This design comes from an exercise in tuning for small area, a short achievable clock period and few clock cycles per item on the open sky130 flow, not from production work.

==> flow/design.v (excerpt) <==
module div#(
  parameter WIDTH = 64
)(
  input                     i_clk         ,
  input                     i_rst_n       ,
  input                     i_flush       ,
  input                     i_divw        ,
  input                     i_start       ,
  output                    o_busy        ,
  output logic              o_end_valid   ,
  input                     i_end_ready   ,
  input                     i_signed      ,
  input  logic [WIDTH-1:0]  i_dividend    ,
  input  logic [WIDTH-1:0]  i_divisor     ,
  output logic [WIDTH-1:0]  o_quotient    ,
  output logic [WIDTH-1:0]  o_remainder
);
  localparam WB = 66;          
  localparam WT = WB + 1;      
  logic       busy_r, prep_r, iter_r, fix_r;
  logic [5:0] cnt;
  logic       last;
  logic       w_r, sx_r, sd_r, sq_r;
  logic [63:0]   rem_r;      
  logic [WB-1:0] b_r;        
  logic [63:0]   quo_r;
  assign o_busy      = busy_r;
  assign o_quotient  = quo_r;
  assign o_remainder = rem_r;
  wire [63:0] x_in = i_divw ? {{32{i_signed & i_dividend[31]}}, i_dividend[31:0]} : i_dividend;
  wire [63:0] d_in = i_divw ? {{32{i_signed & i_divisor [31]}}, i_divisor [31:0]} : i_divisor;
  wire [63:0] draw = b_r[63:0];
  wire        dz = ~|draw;
  wire [63:0] xa = rem_r ^ {sx_r, rem_r[63:1]};
  wire [63:0] da = draw  ^ {sd_r, draw[63:1]};
  logic [6:0] lzx, lzd;
  div_lzc64 u_lzx (.a(xa), .n(lzx));
  div_lzc64 u_lzd (.a(da), .n(lzd));
  wire        px = sx_r & ~|(~rem_r[63:1] & rem_r[62:0]);
  wire        pd = sd_r & ~|(~draw[63:1]  & draw[62:0]);
  ...
==> module div, before the edit <==
module div#(
  parameter WIDTH = 64
)(
  input                     i_clk         ,
  input                     i_rst_n       ,
  input                     i_flush       ,
  input                     i_divw        ,
  input                     i_start       ,
  output                    o_busy        ,
  output logic              o_end_valid   ,
  input                     i_end_ready   ,
  input                     i_signed      ,
  input  logic [WIDTH-1:0]  i_dividend    ,
  input  logic [WIDTH-1:0]  i_divisor     ,
  output logic [WIDTH-1:0]  o_quotient    ,
  output logic [WIDTH-1:0]  o_remainder
);
  localparam WB = 66;          
  localparam WT = WB + 1;      
  logic       busy_r, prep_r, iter_r, fix_r;
  logic [5:0] cnt;
  logic       last;
  logic       w_r, sx_r, sd_r, sq_r;
  logic [63:0]   rem_r;      
  logic [WB-1:0] b_r;        
  logic [63:0]   quo_r;
  assign o_busy      = busy_r;
  assign o_quotient  = quo_r;
  assign o_remainder = rem_r;
  wire [63:0] x_in = i_divw ? {{32{i_signed & i_dividend[31]}}, i_dividend[31:0]} : i_dividend;
  wire [63:0] d_in = i_divw ? {{32{i_signed & i_divisor [31]}}, i_divisor [31:0]} : i_divisor;
  wire [63:0] draw = b_r[63:0];
  wire        dz = ~|draw;
  wire [63:0] xa = rem_r ^ {sx_r, rem_r[63:1]};
  wire [63:0] da = draw  ^ {sd_r, draw[63:1]};
  logic [6:0] lzx, lzd;
  div_lzc64 u_lzx (.a(xa), .n(lzx));
  div_lzc64 u_lzd (.a(da), .n(lzd));
  wire        px = sx_r & ~|(~rem_r[63:1] & rem_r[62:0]);
  wire        pd = sd_r & ~|(~draw[63:1]  & draw[62:0]);
  wire signed [8:0] s_ub = $signed({2'b0, lzd}) - $signed({2'b0, lzx}) + $signed({8'b0, px}) - $signed({8'b0, pd});
  wire        q_zero = s_ub[8];             
  wire [6:0]  s_use  = s_ub[6:0] | 7'd1;    
  wire [WB-1:0] nd_sh = $signed(b_r << s_use) ^ {WB{~sd_r}};
  wire [WB-1:0] b1 = $signed(b_r) >>> 1;
  wire [WT-1:0] t0 = {{(WT-64){1'b0}}, rem_r} + {b_r[WB-1], b_r} + {{(WT-1){1'b0}}, ~sd_r};
  wire          a0 = ~t0[WT-1];
  wire [63:0]   r1 = a0 ? t0[63:0] : rem_r;
  wire [WT-1:0] t1 = {{(WT-64){1'b0}}, r1} + {b1[WB-1], b1} + {{(WT-1){1'b0}}, ~sd_r};
  wire          a1 = ~t1[WT-1];
  wire [63:0]   r2 = a1 ? t1[63:0] : r1;
  wire        neg_q = last & sq_r;
  wire        ext   = last & w_r;
  wire [63:0] q_neg = ~quo_r + 64'd1;
  wire [63:0] q_it  = ~neg_q ? {quo_r[61:0], a0, a1} :
                      a1     ? {~quo_r[61:0], ~a0, 1'b1} :
                      a0     ? {~quo_r[61:0], 2'b10} : {q_neg[61:0], 2'b00};
  wire [63:0] r_ext = ext ? {{32{r2[31]}}, r2[31:0]} : r2;
  wire [63:0] q_ext = ext ? {{32{q_it[31]}}, q_it[31:0]} : q_it;
  wire [63:0] r_neg = ~rem_r + 64'd1;
  wire [63:0] r_fix = w_r ? {{32{r_neg[31]}}, r_neg[31:0]} : r_neg;
  wire        short = dz | q_zero;
  wire [63:0] r_short = w_r ? {{32{rem_r[31]}}, rem_r[31:0]} : rem_r;
  wire [63:0] r_abs   = sx_r ? r_neg : rem_r;
  always_ff @(posedge i_clk or negedge i_rst_n) begin
    if (!i_rst_n) begin
      busy_r      <= 1'b0;
      prep_r      <= 1'b0;
      iter_r      <= 1'b0;
      fix_r       <= 1'b0;
      o_end_valid <= 1'b0;
    end else if (i_flush) begin
      busy_r      <= 1'b0;
      prep_r      <= 1'b0;
      iter_r      <= 1'b0;
      fix_r       <= 1'b0;
      o_end_valid <= 1'b0;
    end else begin
      prep_r <= i_start;
      if (i_start) busy_r <= 1'b1;
      else if (o_end_valid & i_end_ready) busy_r <= 1'b0;
      if (prep_r) iter_r <= ~short;
      else if (iter_r & last) iter_r <= 1'b0;
      fix_r <= iter_r & last & sx_r;
      if ((prep_r & short) | (iter_r & last & ~sx_r) | fix_r) o_end_valid <= 1'b1;
      else if (i_end_ready) o_end_valid <= 1'b0;
    end
  end
  always_ff @(posedge i_clk) begin
    if (!busy_r) begin
      rem_r <= x_in;
      w_r   <= i_divw;
      sx_r  <= i_signed & x_in[63];
      sd_r  <= i_signed & d_in[63];
      sq_r  <= i_signed & (x_in[63] ^ d_in[63]);
    end else if (prep_r) begin
      rem_r <= short ? r_short : r_abs;
      quo_r <= {64{dz}};
      cnt   <= s_use[6:1];
      last  <= (s_use[6:1] == 6'd0);
    end else if (iter_r) begin
      rem_r <= r_ext;
      quo_r <= q_ext;
      cnt   <= cnt - 6'd1;
      last  <= (cnt == 6'd1);
    end else if (fix_r) begin
      rem_r <= r_fix;
    end
  end
  always_ff @(posedge i_clk) begin
    if (!busy_r)     b_r <= {{(WB-64){i_signed & d_in[63]}}, d_in};
    else if (prep_r) b_r <= nd_sh;
    else             b_r <= $signed(b_r) >>> 2;
  end
endmodule
export LEC_CHECK = 0
export CAP_MARGIN = 20
export CORE_MARGIN = 2
export CORE_UTILIZATION = 45
export PLACE_DENSITY = 0.6
export SLEW_MARGIN = 20
create_clock -name core_clock -period 20.0 [get_ports {i_clk}]
standard.sh (not shown) runs the stock make flow with config.mk's settings and CLKGATE_MAP_FILE= SYNTH_SCRIPT=/design/flow/synth_recipe.tcl, a recipe that flattens the netlist after the stock synthesis.
==> flow/flow/run.sh <==
#!/bin/bash
set -euo pipefail
bash standard.sh SETUP_SLACK_MARGIN=13.5 finish > standard_flow.log 2>&1
The starting point went through all stages and came out clean.
Next try:
--- a/flow/design.v
+++ b/flow/design.v
@@ -43,13 +43,13 @@
   input                     i_signed      ,
   input  logic [WIDTH-1:0]  i_dividend    ,
   input  logic [WIDTH-1:0]  i_divisor     ,
   output logic [WIDTH-1:0]  o_quotient    ,
   output logic [WIDTH-1:0]  o_remainder
 );
-  localparam WB = 66;          
+  localparam WB = 68;          
   localparam WT = WB + 1;      
   logic       busy_r, prep_r, iter_r, fix_r;
   logic [5:0] cnt;
   logic       last;
   logic       w_r, sx_r, sd_r, sq_r;
   logic [63:0]   rem_r;      
@@ -64,23 +64,22 @@
   wire        dz = ~|draw;
   wire [63:0] xa = rem_r ^ {sx_r, rem_r[63:1]};
   wire [63:0] da = draw  ^ {sd_r, draw[63:1]};
   logic [6:0] lzx, lzd;
   div_lzc64 u_lzx (.a(xa), .n(lzx));
   div_lzc64 u_lzd (.a(da), .n(lzd));
-  wire        px = sx_r & ~|(~rem_r[63:1] & rem_r[62:0]);
-  wire        pd = sd_r & ~|(~draw[63:1]  & draw[62:0]);
-  wire signed [8:0] s_ub = $signed({2'b0, lzd}) - $signed({2'b0, lzx}) + $signed({8'b0, px}) - $signed({8'b0, pd});
+  wire signed [8:0] s_ub = $signed({2'b0, lzd}) - $signed({2'b0, lzx}) + $signed({8'b0, sx_r});
   wire        q_zero = s_ub[8];             
   wire [6:0]  s_use  = s_ub[6:0] | 7'd1;    
-  wire [WB-1:0] nd_sh = $signed(b_r << s_use) ^ {WB{~sd_r}};
+  wire [63:0] nd = sd_r ? (draw - 64'd1) : ~draw;
+  wire [WB-1:0] nd_sh = ~({{(WB-64){1'b0}}, ~nd} << s_use);
   wire [WB-1:0] b1 = $signed(b_r) >>> 1;
-  wire [WT-1:0] t0 = {{(WT-64){1'b0}}, rem_r} + {b_r[WB-1], b_r} + {{(WT-1){1'b0}}, ~sd_r};
+  wire [WT-1:0] t0 = {{(WT-64){1'b0}}, rem_r} + {b_r[WB-1], b_r} + {{(WT-1){1'b0}}, 1'b1};
   wire          a0 = ~t0[WT-1];
   wire [63:0]   r1 = a0 ? t0[63:0] : rem_r;
-  wire [WT-1:0] t1 = {{(WT-64){1'b0}}, r1} + {b1[WB-1], b1} + {{(WT-1){1'b0}}, ~sd_r};
+  wire [WT-1:0] t1 = {{(WT-64){1'b0}}, r1} + {b1[WB-1], b1} + {{(WT-1){1'b0}}, 1'b1};
   wire          a1 = ~t1[WT-1];
   wire [63:0]   r2 = a1 ? t1[63:0] : r1;
   wire        neg_q = last & sq_r;
   wire        ext   = last & w_r;
   wire [63:0] q_neg = ~quo_r + 64'd1;
   wire [63:0] q_it  = ~neg_q ? {quo_r[61:0], a0, a1} :
@@ -117,30 +116,28 @@
       else if (i_end_ready) o_end_valid <= 1'b0;
     end
   end
   always_ff @(posedge i_clk) begin
     if (!busy_r) begin
       rem_r <= x_in;
+      b_r   <= {{(WB-64){i_signed & d_in[63]}}, d_in};
       w_r   <= i_divw;
       sx_r  <= i_signed & x_in[63];
       sd_r  <= i_signed & d_in[63];
       sq_r  <= i_signed & (x_in[63] ^ d_in[63]);
     end else if (prep_r) begin
       rem_r <= short ? r_short : r_abs;
       quo_r <= {64{dz}};
+      b_r   <= nd_sh;
       cnt   <= s_use[6:1];
       last  <= (s_use[6:1] == 6'd0);
     end else if (iter_r) begin
       rem_r <= r_ext;
       quo_r <= q_ext;
+      b_r   <= $signed(b_r) >>> 2;
       cnt   <= cnt - 6'd1;
       last  <= (cnt == 6'd1);
     end else if (fix_r) begin
       rem_r <= r_fix;
     end
   end
-  always_ff @(posedge i_clk) begin
-    if (!busy_r)     b_r <= {{(WB-64){i_signed & d_in[63]}}, d_in};
-    else if (prep_r) b_r <= nd_sh;
-    else             b_r <= $signed(b_r) >>> 2;
-  end
 endmodule
The changed run finished with timing, DRC and antenna clean.
Final area goes down by a few percent.
Sequential share of layout area grows by 2.4 points.
Clock skew went down by 23 ps.
Worst setup slack is better by 360 ps.
Clock-buffer cell count fell by 10.
Non-clock buffer count drops by 222.
Core utilization went down by 8.3 points.
Via count went up by a few percent.
No functional check of the RTL was part of any run of this note.

## port drivers added, routing unchanged
In the flow no input, the clock included, has a driving cell. The finished layouts below were timed again as built, in two steps. Step 1, drivers: a clkbuf_16 drives i_clk and a buf_2 each remaining input, both assumed. Step 2 also shifts input and output timing later by t, the mid clock arrival at the registers, as if the neighbouring blocks saw the same clock. Three values: no drivers, after step 1, after step 2; two values: the first two.
run	t, ns	setup slack, ns	worst setup path at the end	slew at the worst register clock pin (ns)	worst data-port slew with drivers (ns)
the first run	0.709	12.993 / 12.993 / 12.903	input to register	0.07 / 0.07	0.10
the second run	0.697	13.352 / 13.352 / 12.902	input to register	0.08 / 0.08	0.12
After both steps every run listed still meets setup and hold. For the second run, which loses most, drivers alone change the setup slack by 0.000 ns; drivers and shift together by -0.450 ns.
